What follows belongs to an exercise in optimizing a design on an open flow for small area; a production flow would make more cautious choices.
In this exercise RTL edits were held to simulation tests only and were not proved equivalent to the original.
No driver is modelled on the clock port, so clocking that relies on it looks cheaper here than on a real chip.
Power and IR drop assume default switching activity.

==> build 34 <==
==> flow/design.v <==
module VendingAlle (
    input wire clk,
    input wire reset,
    input wire boton_moneda,
    input wire boton_p1,
    input wire boton_p2,
    input wire boton_p3,
    input wire boton_p4,
    output reg [6:0] seg,
    output reg [1:0] an,
    output reg [3:0] motor
);
reg [10:0] cds;       
reg [5:0]  ks;        
wire [10:0] cd = cds ^ 11'b00000000100;
wire [5:0]  k = ks ^ 6'b001110;
reg [4:0]  credit;
reg        coin_prev, coin_pend, coin_go;
reg        prev1, prev2, prev3, prev4;
reg        sel_v;
reg [1:0]  sel;
reg [4:0]  tmr;         
reg [1:0]  midx;
reg        b16_d2;      
wire z49    = ~|cd[9:4];
wire tick   = z49 & ~cd[3] & ~cd[2] & ~cd[1] & ~cd[0];             
wire cd0    = z49 & ~cd[10] & ~cd[3] & ~cd[1] & ~cd[0];            
wire cd1    = z49 & ~cd[10] & ~cd[2] & ~cd[1] & cd[0];             
wire cd1536 = (cd == 11'b10010010001);                             
wire [6:0] kn = k + tick;
wire b16    = (k > 6'd46) | ((k == 6'd46) & (an[0] | cd1536));
wire run    = (tmr != 5'd0);
wire coin_edge = boton_moneda & ~coin_prev;
wire [3:0] btn = {boton_p4, boton_p3, boton_p2, boton_p1};
wire [3:0] prev = {prev4, prev3, prev2, prev1};
wire [3:0] chg = btn ^ prev;
wire [3:0] later = {chg[2] | chg[1] | chg[0], chg[1] | chg[0], chg[0], 1'b0};
wire [3:0] pedge = btn & ~prev & ~later;
wire       pe_any = |pedge;
wire [1:0] pe_idx = {pedge[3] | pedge[2], pedge[3] | pedge[1]};
wire consume = tick & sel_v & ~run;
wire ge1 = |credit;
wire ge4 = credit[4] | credit[3] | credit[2];
wire ge3 = ge4 | (credit[1] & credit[0]);
wire afford = sel[1] ? (sel[0] ? ge4 : ge3) : ge1;
wire buy = consume & btn[sel] & afford;
wire bought = cd1 & tmr[4] & tmr[3] & tmr[0];    
wire coin_add = cd1 & coin_go & ~(credit[4] & credit[1] & credit[0]);    
wire [4:0] delta = bought ? (midx[1] ? (midx[0] ? 5'b11100 : 5'b11101) : 5'b11111)
                          : {4'b0000, coin_add};
always @(posedge clk or posedge reset) begin
    if (reset) begin
        cds <= 0;
        ks <= 0;
        credit <= 0;
        coin_prev <= 0;
        coin_pend <= 0;
        coin_go <= 0;
        prev1 <= 0;
        prev2 <= 0;
        prev3 <= 0;
        prev4 <= 0;
        sel_v <= 0;
        tmr <= 0;
        an <= 2'b00;
    end else begin
        cds <= ({cd[9:0], ~(cd[10] ^ cd[8])} | {8'b0, tick, 2'b0}) ^ 11'b00000000100;
        ks <= (kn[5:0] | {2'b0, kn[6], kn[6], kn[6], 1'b0}) ^ 6'b001110;
        an <= b16 ? 2'b01 : 2'b10;
        coin_prev <= boton_moneda;
        if (tick) begin
            coin_pend <= coin_pend ? 1'b0 : coin_edge;
            coin_go <= coin_pend & boton_moneda;
        end else begin
            coin_pend <= coin_pend | coin_edge;
        end
        prev1 <= boton_p1;
        if (~later[1]) prev2 <= boton_p2;
        if (~later[2]) prev3 <= boton_p3;
        if (~later[3]) prev4 <= boton_p4;
        if (pe_any)
            sel_v <= ~(consume & (pe_idx == sel));
        else if (consume)
            sel_v <= 1'b0;
        if (buy)
            tmr <= 5'd26;
        else if (cd0 & run)
            tmr <= tmr - 1'b1;
        credit <= credit + delta;
    end
end
always @(posedge clk) begin
    sel <= pe_idx | (sel & {2{~pe_any}});    
    if (buy) midx <= sel;
    b16_d2 <= an[0];
end
wire       alive = an[1] | an[0];
wire       u = credit[0];
wire [3:0] t = credit[4:1];
wire sa = b16_d2 | t[3] | t[1] | ~(t[2] ^ t[0]);
wire sb = b16_d2 ? ~u : (~t[2] | ~(t[1] ^ t[0]));
wire sc = b16_d2 | t[2] | ~t[1] | t[0];
wire sd = b16_d2 | t[3] | (~t[2] & ~t[0]) | (t[1] & ~t[0]) | (~t[2] & t[1]) | (t[2] & ~t[1] & t[0]);
wire se = b16_d2 ? ~u : ((~t[2] & ~t[0]) | (t[1] & ~t[0]));
wire sf = b16_d2 | t[3] | (~t[1] & ~t[0]) | (t[2] & ~t[1]) | (t[2] & ~t[0]);
wire sg = b16_d2 ? u : (t[3] | (t[2] ^ t[1]) | (t[1] & ~t[0]));
always @(*) begin
    seg = {sg, sf, se, sd, sc, sb, sa} & {7{alive}};
    motor = run ? (4'b0001 << midx) : 4'b0000;
end
endmodule
==> flow/flow/run.sh <==
#!/bin/bash
set -euo pipefail
W=$(pwd)
export FLOW_ABC_SCRIPT="$W/flow/abc_area.script"
export FLOW_ABC_SEEDS="0 1 2 3"
cat "$W/flow/own_abc.tcl" "$W/synth_recipe.tcl" > "$W/own_synth.tcl"
bash "$W/standard.sh" "SYNTH_SCRIPT=$W/own_synth.tcl" "ADDER_MAP_FILE=" \
  "BUFFER_PORTS_ARGS=-buffer_cell sky130_fd_sc_hd__buf_1" \
  "CTS_ARGS=-sink_clustering_enable -repair_clock_nets -dont_use_dummy_load -buf_list sky130_fd_sc_hd__clkbuf_8" \
  "POST_CTS_TCL=$W/flow/post_cts.tcl" finish > "$W/flow.log" 2>&1
==> flow/flow/abc_area.script <==
strash
&get -n
&st
&deepsyn -T 30 -S @SEED@
&dch -x
&nf -a -p -R 1000
&put
topo
==> flow/flow/own_abc.tcl <==
# Area-oriented logic mapping for the own flow. ORFS's synthesis calls abc once,
# for the combinational logic (registers are already mapped, as in the standard
# synthesis). This replaces that call: it runs ABC with flow/abc_area.script once
# per seed in FLOW_ABC_SEEDS (the script's @SEED@ is replaced by the seed) and
# keeps the mapping with the smallest cell area.
proc abc {args} {
  set i [lsearch $args -script]
  set lib [lindex $args [expr {[lsearch $args -liberty] + 1}]]
  set fh [open $::env(FLOW_ABC_SCRIPT)]; set tmpl [read $fh]; close $fh
  yosys design -save my_pre_abc
  set best_area -1
  set best_seed -1
  foreach seed $::env(FLOW_ABC_SEEDS) {
    yosys design -load my_pre_abc
    set sfile $::env(OBJECTS_DIR)/abc_seed_$seed.script
    set f [open $sfile w]; puts -nonewline $f [string map [list @SEED@ $seed] $tmpl]; close $f
    set a $args
    lset a [expr {$i + 1}] $sfile
    yosys abc {*}$a
    yosys tee -q -o $::env(OBJECTS_DIR)/abc_seed_$seed.stat stat -liberty $lib
    set area -1
    set fh [open $::env(OBJECTS_DIR)/abc_seed_$seed.stat]
    foreach line [split [read $fh] "\n"] {
      if {[regexp {Chip area for module.*:\s*([0-9.]+)} $line -> v]} { set area $v }
    }
    close $fh
    puts "ABC seed $seed: area $area"
    if {$best_area < 0 || $area < $best_area} {
      set best_area $area
      set best_seed $seed
      yosys design -save my_best_abc
    }
  }
  puts "ABC: keeping seed $best_seed, area $best_area"
  yosys design -load my_best_abc
}
==> flow/flow/post_cts.tcl <==
proc my_clk_pin_max_slew {} {
  set mx 0
  foreach inst [get_cells *] {
    foreach p [get_pins -of_objects $inst -filter "direction==input"] {
      if {[get_property $p name] != "CLK"} continue
      set s [get_property $p slew_max]
      if {$s > $mx} { set mx $s }
    }
  }
  return $mx
}
proc my_timing_ok {} {
  return [expr {[sta::worst_slack_cmd max] > 1e-9 && [sta::worst_slack_cmd min] > 1e-10}]
}
set my_sizes {sky130_fd_sc_hd__clkbuf_1 sky130_fd_sc_hd__clkbuf_2 sky130_fd_sc_hd__clkbuf_4 sky130_fd_sc_hd__clkbuf_8 sky130_fd_sc_hd__clkbuf_16}
set my_db [ord::get_db]
estimate_parasitics -placement
puts "clock buffer sizing: before, worst clock pin slew [my_clk_pin_max_slew]"
foreach inst [[ord::get_db_block] getInsts] {
  if {![string match "clkbuf_*" [$inst getName]]} continue
  set orig [[$inst getMaster] getName]
  if {[lsearch $my_sizes $orig] < 0} continue
  foreach m $my_sizes {
    if {$m == $orig} break
    $inst swapMaster [$my_db findMaster $m]
    estimate_parasitics -placement
    if {[my_clk_pin_max_slew] < 0.100 && [my_timing_ok]} break
    $inst swapMaster [$my_db findMaster $orig]
  }
  puts "clock buffer sizing: [$inst getName] $orig -> [[$inst getMaster] getName]"
}
estimate_parasitics -placement
puts "clock buffer sizing: after, worst clock pin slew [my_clk_pin_max_slew]"
==> flow/standard.sh <==
#!/bin/bash
# synth_recipe.tcl (not shown) runs the flow's synth.tcl, then flattens the netlist and writes it again
# the make line also repeats each setting of config.mk as NAME=value (left out here)
make -C /OpenROAD-flow-scripts/flow DESIGN_CONFIG=/design/flow/config.mk WORK_HOME=/design/flow/orfs CLKGATE_MAP_FILE= SYNTH_SCRIPT=/design/flow/synth_recipe.tcl "${@:-finish}"
==> flow/config.mk <==
export PLATFORM = sky130hd
export DESIGN_NAME = VendingAlle
export DESIGN_NICKNAME = VendingAlle
export VERILOG_FILES = /design/flow/design.v
export SDC_FILE = /design/flow/constraint.sdc
export NUM_CORES = 4
export LEC_CHECK = 0
export CAP_MARGIN = 20
export CORE_MARGIN = 2
export CORE_UTILIZATION = 40
export GPL_TIMING_DRIVEN = 0
export SLEW_MARGIN = 20
==> flow/constraint.sdc <==
create_clock -name core_clock -period 10.0 [get_ports {clk}]
set_input_delay 2.0000 -clock core_clock [delete_from_list [all_inputs] [get_ports {clk}]]
set_output_delay 2.0000 -clock core_clock [all_outputs]
set_load 0.01 [all_outputs]
==> trial 26 (differences from build 34) <==
--- a/flow/design.v
+++ b/flow/design.v
@@ -45,6 +45,6 @@
 wire afford = sel[1] ? (sel[0] ? ge4 : ge3) : ge1;
 wire buy = consume & btn[sel] & afford;
-wire bought = cd1 & tmr[4] & tmr[3] & tmr[0];    
-wire coin_add = cd1 & coin_go & ~(credit[4] & credit[1] & credit[0]);    
+wire bought = cd1 & (tmr == 5'd25);
+wire coin_add = cd1 & coin_go & (credit != 5'd19);
 wire [4:0] delta = bought ? (midx[1] ? (midx[0] ? 5'b11100 : 5'b11101) : 5'b11111)
                           : {4'b0000, coin_add};
@@ -91,5 +91,5 @@
 end
 always @(posedge clk) begin
-    sel <= pe_idx | (sel & {2{~pe_any}});    
+    if (pe_any) sel <= pe_idx;
     if (buy) midx <= sel;
     b16_d2 <= an[0];
==> flow/flow/run.sh (replaced) <==
#!/bin/bash
# Own layout flow: the standard flow (standard.sh) with these changes:
#  - synthesis maps the logic with an area-oriented ABC script (flow/abc_area.script)
#    instead of ORFS's speed script; registers are mapped exactly as in the standard synthesis;
#  - no adder extraction before ABC (ADDER_MAP_FILE empty), so ABC maps all logic;
#  - port buffers use the smallest buffer cell;
#  - clock tree synthesis options (CTS_ARGS below);
#  - after CTS, flow/post_cts.tcl gives each clock buffer the smallest size that
#    keeps register clock-pin slews under 100 ps and timing met (when POSTCTS=1).
# Each tool's output goes to flow.log in the work folder (ORFS's own logs stay under orfs/logs).
set -euo pipefail
W=$(pwd)
{
  echo 'proc abc {args} {'
  echo '  set i [lsearch $args -script]'
  echo "  if {\$i >= 0} { lset args [expr {\$i+1}] $W/flow/abc_area.script }"
  echo '  yosys abc {*}$args'
  echo '}'
  cat "$W/synth_recipe.tcl"
} > "$W/own_synth.tcl"
bash "$W/standard.sh" "SYNTH_SCRIPT=$W/own_synth.tcl" "ADDER_MAP_FILE=" \
  "BUFFER_PORTS_ARGS=-buffer_cell sky130_fd_sc_hd__buf_1" \
  "CTS_ARGS=-sink_clustering_enable -repair_clock_nets -dont_use_dummy_load -buf_list sky130_fd_sc_hd__clkbuf_8" "POST_CTS_TCL=$W/flow/post_cts.tcl" finish > "$W/flow.log" 2>&1
==> flow/flow/abc_area.script (replaced) <==
strash
&get -n
&st
&deepsyn -T 30
&dch -x
&nf -a -p -R 1000
&put
topo
--- a/flow/config.mk
+++ b/flow/config.mk
@@ -8,5 +8,6 @@
 export CAP_MARGIN = 20
 export CORE_MARGIN = 2
-export CORE_UTILIZATION = 40
+export CORE_UTILIZATION = 60
 export GPL_TIMING_DRIVEN = 0
+export PLACE_DENSITY = 0.8
 export SLEW_MARGIN = 20
removed: flow/flow/own_abc.tcl
==> build 79 (differences from build 34) <==
==> flow/design.v, changed modules only <==
module VendingAlle (
    input wire clk,
    input wire reset,
    input wire boton_moneda,
    input wire boton_p1,
    input wire boton_p2,
    input wire boton_p3,
    input wire boton_p4,
    output reg [6:0] seg,
    output reg [1:0] an,
    output reg [3:0] motor
);
reg [10:0] cd;
reg [5:0]  k;
reg [4:0]  credit;
reg        coin_prev, coin_pend, coin_go;
reg        prev1, prev2, prev3, prev4;
reg        sel_v;
reg [1:0]  sel;
reg [4:0]  tmr;         
reg [1:0]  midx;
reg        b16_d2;      
wire z49    = ~|cd[9:4];
wire tick   = z49 & ~cd[3] & ~cd[2] & ~cd[1] & ~cd[0];             
wire cd0    = z49 & ~cd[10] & ~cd[3] & ~cd[1] & ~cd[0];            
wire cd1    = z49 & ~cd[10] & ~cd[2] & ~cd[1] & cd[0];             
wire cd1536 = (cd == 11'b10010010001);                             
wire [6:0] kn = k + tick;
wire b16    = (k > 6'd46) | ((k == 6'd46) & (an[0] | cd1536));
wire run    = (tmr != 5'd0);
wire coin_edge = boton_moneda & ~coin_prev;
wire [3:0] btn = {boton_p4, boton_p3, boton_p2, boton_p1};
wire [3:0] prev = {prev4, prev3, prev2, prev1};
wire [3:0] chg = btn ^ prev;
wire [3:0] first = chg & ~{chg[2:0] | {chg[1:0], 1'b0} | {chg[0], 2'b0}, 1'b0};
wire [3:0] pedge = first & btn;
wire       pe_any = |pedge;
wire [1:0] pe_idx = {pedge[3] | pedge[2], pedge[3] | pedge[1]};
wire consume = tick & sel_v & ~run;
wire ge1 = |credit;
wire ge4 = credit[4] | credit[3] | credit[2];
wire ge3 = ge4 | (credit[1] & credit[0]);
wire afford = sel[1] ? (sel[0] ? ge4 : ge3) : ge1;
wire buy = consume & btn[sel] & afford;
wire bought = cd1 & (tmr == 5'd25);
wire coin_add = cd1 & coin_go & (credit != 5'd19);
wire [4:0] delta = bought ? (midx[1] ? (midx[0] ? 5'b11100 : 5'b11101) : 5'b11111)
                          : {4'b0000, coin_add};
always @(posedge clk or posedge reset) begin
    if (reset) begin
        cd <= 11'b00000000100;
        k <= 6'd14;
        credit <= 0;
        coin_prev <= 0;
        coin_pend <= 0;
        coin_go <= 0;
        prev1 <= 0;
        prev2 <= 0;
        prev3 <= 0;
        prev4 <= 0;
        sel_v <= 0;
        tmr <= 0;
        an <= 2'b00;
    end else begin
        cd <= {cd[9:0], ~(cd[10] ^ cd[8])} | {8'b0, tick, 2'b0};
        k <= kn[5:0] | {2'b0, kn[6], kn[6], kn[6], 1'b0};
        an <= b16 ? 2'b01 : 2'b10;
        coin_prev <= boton_moneda;
        if (tick) begin
            coin_pend <= coin_pend ? 1'b0 : coin_edge;
            coin_go <= coin_pend & boton_moneda;
        end else begin
            coin_pend <= coin_pend | coin_edge;
        end
        if (first[0]) prev1 <= boton_p1;
        if (first[1]) prev2 <= boton_p2;
        if (first[2]) prev3 <= boton_p3;
        if (first[3]) prev4 <= boton_p4;
        if (pe_any)
            sel_v <= ~(consume & (pe_idx == sel));
        else if (consume)
            sel_v <= 1'b0;
        if (buy)
            tmr <= 5'd26;
        else if (cd0 & run)
            tmr <= tmr - 1'b1;
        credit <= credit + delta;
    end
end
always @(posedge clk) begin
    if (pe_any) sel <= pe_idx;
    if (buy) midx <= sel;
    b16_d2 <= an[0];
end
wire       alive = an[1] | an[0];
wire       u = credit[0];
wire [3:0] t = credit[4:1];
wire sa = b16_d2 | t[3] | t[1] | ~(t[2] ^ t[0]);
wire sb = b16_d2 ? ~u : (~t[2] | ~(t[1] ^ t[0]));
wire sc = b16_d2 | t[2] | ~t[1] | t[0];
wire sd = b16_d2 | t[3] | (~t[2] & ~t[0]) | (t[1] & ~t[0]) | (~t[2] & t[1]) | (t[2] & ~t[1] & t[0]);
wire se = b16_d2 ? ~u : ((~t[2] & ~t[0]) | (t[1] & ~t[0]));
wire sf = b16_d2 | t[3] | (~t[1] & ~t[0]) | (t[2] & ~t[1]) | (t[2] & ~t[0]);
wire sg = b16_d2 ? u : (t[3] | (t[2] ^ t[1]) | (t[1] & ~t[0]));
always @(*) begin
    seg = {sg, sf, se, sd, sc, sb, sa} & {7{alive}};
    motor = run ? (4'b0001 << midx) : 4'b0000;
end
endmodule
==> flow/flow/run.sh (replaced) <==
#!/bin/bash
# Own layout flow: the standard flow (standard.sh) with these changes:
#  - synthesis maps the logic with an area-oriented ABC script (flow/abc_area.script)
#    instead of ORFS's speed script; registers are mapped exactly as in the standard synthesis;
#  - no adder extraction before ABC (ADDER_MAP_FILE empty), so ABC maps all logic;
#  - port buffers use the smallest buffer cell;
#  - clock tree synthesis options (CTS_ARGS below).
# Each tool's output goes to flow.log in the work folder (ORFS's own logs stay under orfs/logs).
set -euo pipefail
W=$(pwd)
{
  echo 'proc abc {args} {'
  echo '  set i [lsearch $args -script]'
  echo "  if {\$i >= 0} { lset args [expr {\$i+1}] $W/flow/abc_area.script }"
  echo '  yosys abc {*}$args'
  echo '}'
  cat "$W/synth_recipe.tcl"
} > "$W/own_synth.tcl"
bash "$W/standard.sh" "SYNTH_SCRIPT=$W/own_synth.tcl" "ADDER_MAP_FILE=" \
  "BUFFER_PORTS_ARGS=-buffer_cell sky130_fd_sc_hd__buf_1" \
  "CTS_ARGS=-sink_clustering_enable -repair_clock_nets -dont_use_dummy_load -buf_list sky130_fd_sc_hd__clkbuf_8" finish > "$W/flow.log" 2>&1
==> flow/flow/abc_area.script (replaced) <==
strash
&get -n
&st
&deepsyn -T 30
&dch -f
&nf -a -R 1000
&put
topo
--- a/flow/config.mk
+++ b/flow/config.mk
@@ -9,4 +9,3 @@
 export CORE_MARGIN = 2
 export CORE_UTILIZATION = 40
-export GPL_TIMING_DRIVEN = 0
 export SLEW_MARGIN = 20
removed: flow/flow/own_abc.tcl
removed: flow/flow/post_cts.tcl
==> qor summary <==
| quantity | build 34 | build 79 | trial 26 |
|---|---|---|---|
| Average wire per standard cell | 12.73 µm | 13.74 µm | 13.59 µm |
| Wire length on met1 | 1620 µm | 1663 µm | 1477 µm |
| First-pass GRT wire length | 5768 µm | 6009 µm | 5609 µm |
| Via count of the first global-routing pass | 1272 | 1332 | 1308 |
| Total Routed Length | 3334 µm | 3518 µm | 3235 µm |
| Post-DR vias/cell | 5.214 | 5.410 | 5.693 |
| Portion of the post-synthesis area used by sequential elements | 57.06% | 57.96% | 58.12% |
| Non-clock buffering overhead in the final layout | 3.512% | 4.182% | 3.554% |
| Maximum single-stage delay on the critical path | 0.65 ns | 0.48 ns | 0.37 ns |
| Share of the synthesized area in the top cell type | 50.51% | 44.69% | 50.48% |
| Slowest cell on crit path | sky130_fd_sc_hd__nor3b_1 | sky130_fd_sc_hd__dfrtp_1 | sky130_fd_sc_hd__dfrtp_1 |
| Slew margin rel. | 27.52% | 66.39% | 52.14% |
| Combinational fraction of design power | 8.9% | 6.8% | 7.2% |
| Total number of multi-input combinational cells | 134 | 129 | 128 |
| Met3 routed WL | 124 µm | 179 µm | 120 µm |
| Outcome | finished clean | finished clean | finished clean |
| Chip width | 71.70 µm | 71.97 µm | 59.29 µm |
| Maximum fanout along the worst path | 6 | 8 | 5 |
| Cell depth of the worst flop-to-flop path | 6 | 9 | 9 |
| Storage element area | 1046 µm² | 1071 µm² | 1066 µm² |

static timing again, ports no longer ideal:
The flow's constraints put no driver on any port. The routed layouts listed below were extracted and timed again, unchanged, in two steps. Step 1 (the two cells are an assumption about what drives the block):
set clk [get_ports {clk}]
set_driving_cell -lib_cell sky130_fd_sc_hd__clkbuf_16 $clk
set_driving_cell -lib_cell sky130_fd_sc_hd__buf_2 [delete_from_list [all_inputs] $clk]
Step 2 moves the port delays by t, midway between the first and last clock arrival at a register: inputs arrive t later, outputs are due t later. That takes back most of the time a late clock gives input paths. a / b / c = no drivers / after step 1 / after step 2; a / b = the first two.
| run | t (ns) | setup slack, ns | hold WS [ns] | worst slew at a driven data input, ns |
|---|---|---|---|---|
| build 34 | 0.524 | 5.858 / 5.834 / 5.896 | 0.378 / 0.378 / 0.378 | 0.03 |
| trial 26 | 0.538 | 5.808 / 5.787 / 5.752 | 0.370 / 0.370 / 0.370 | 0.03 |
| build 79 | 0.311 | 6.037 / 6.010 / 5.880 | 0.378 / 0.378 / 0.378 | 0.03 |
After both steps setup and hold are still met in every run listed. For build 79, which loses most, drivers alone change the setup slack by -0.027 ns; drivers and shift together by -0.157 ns.
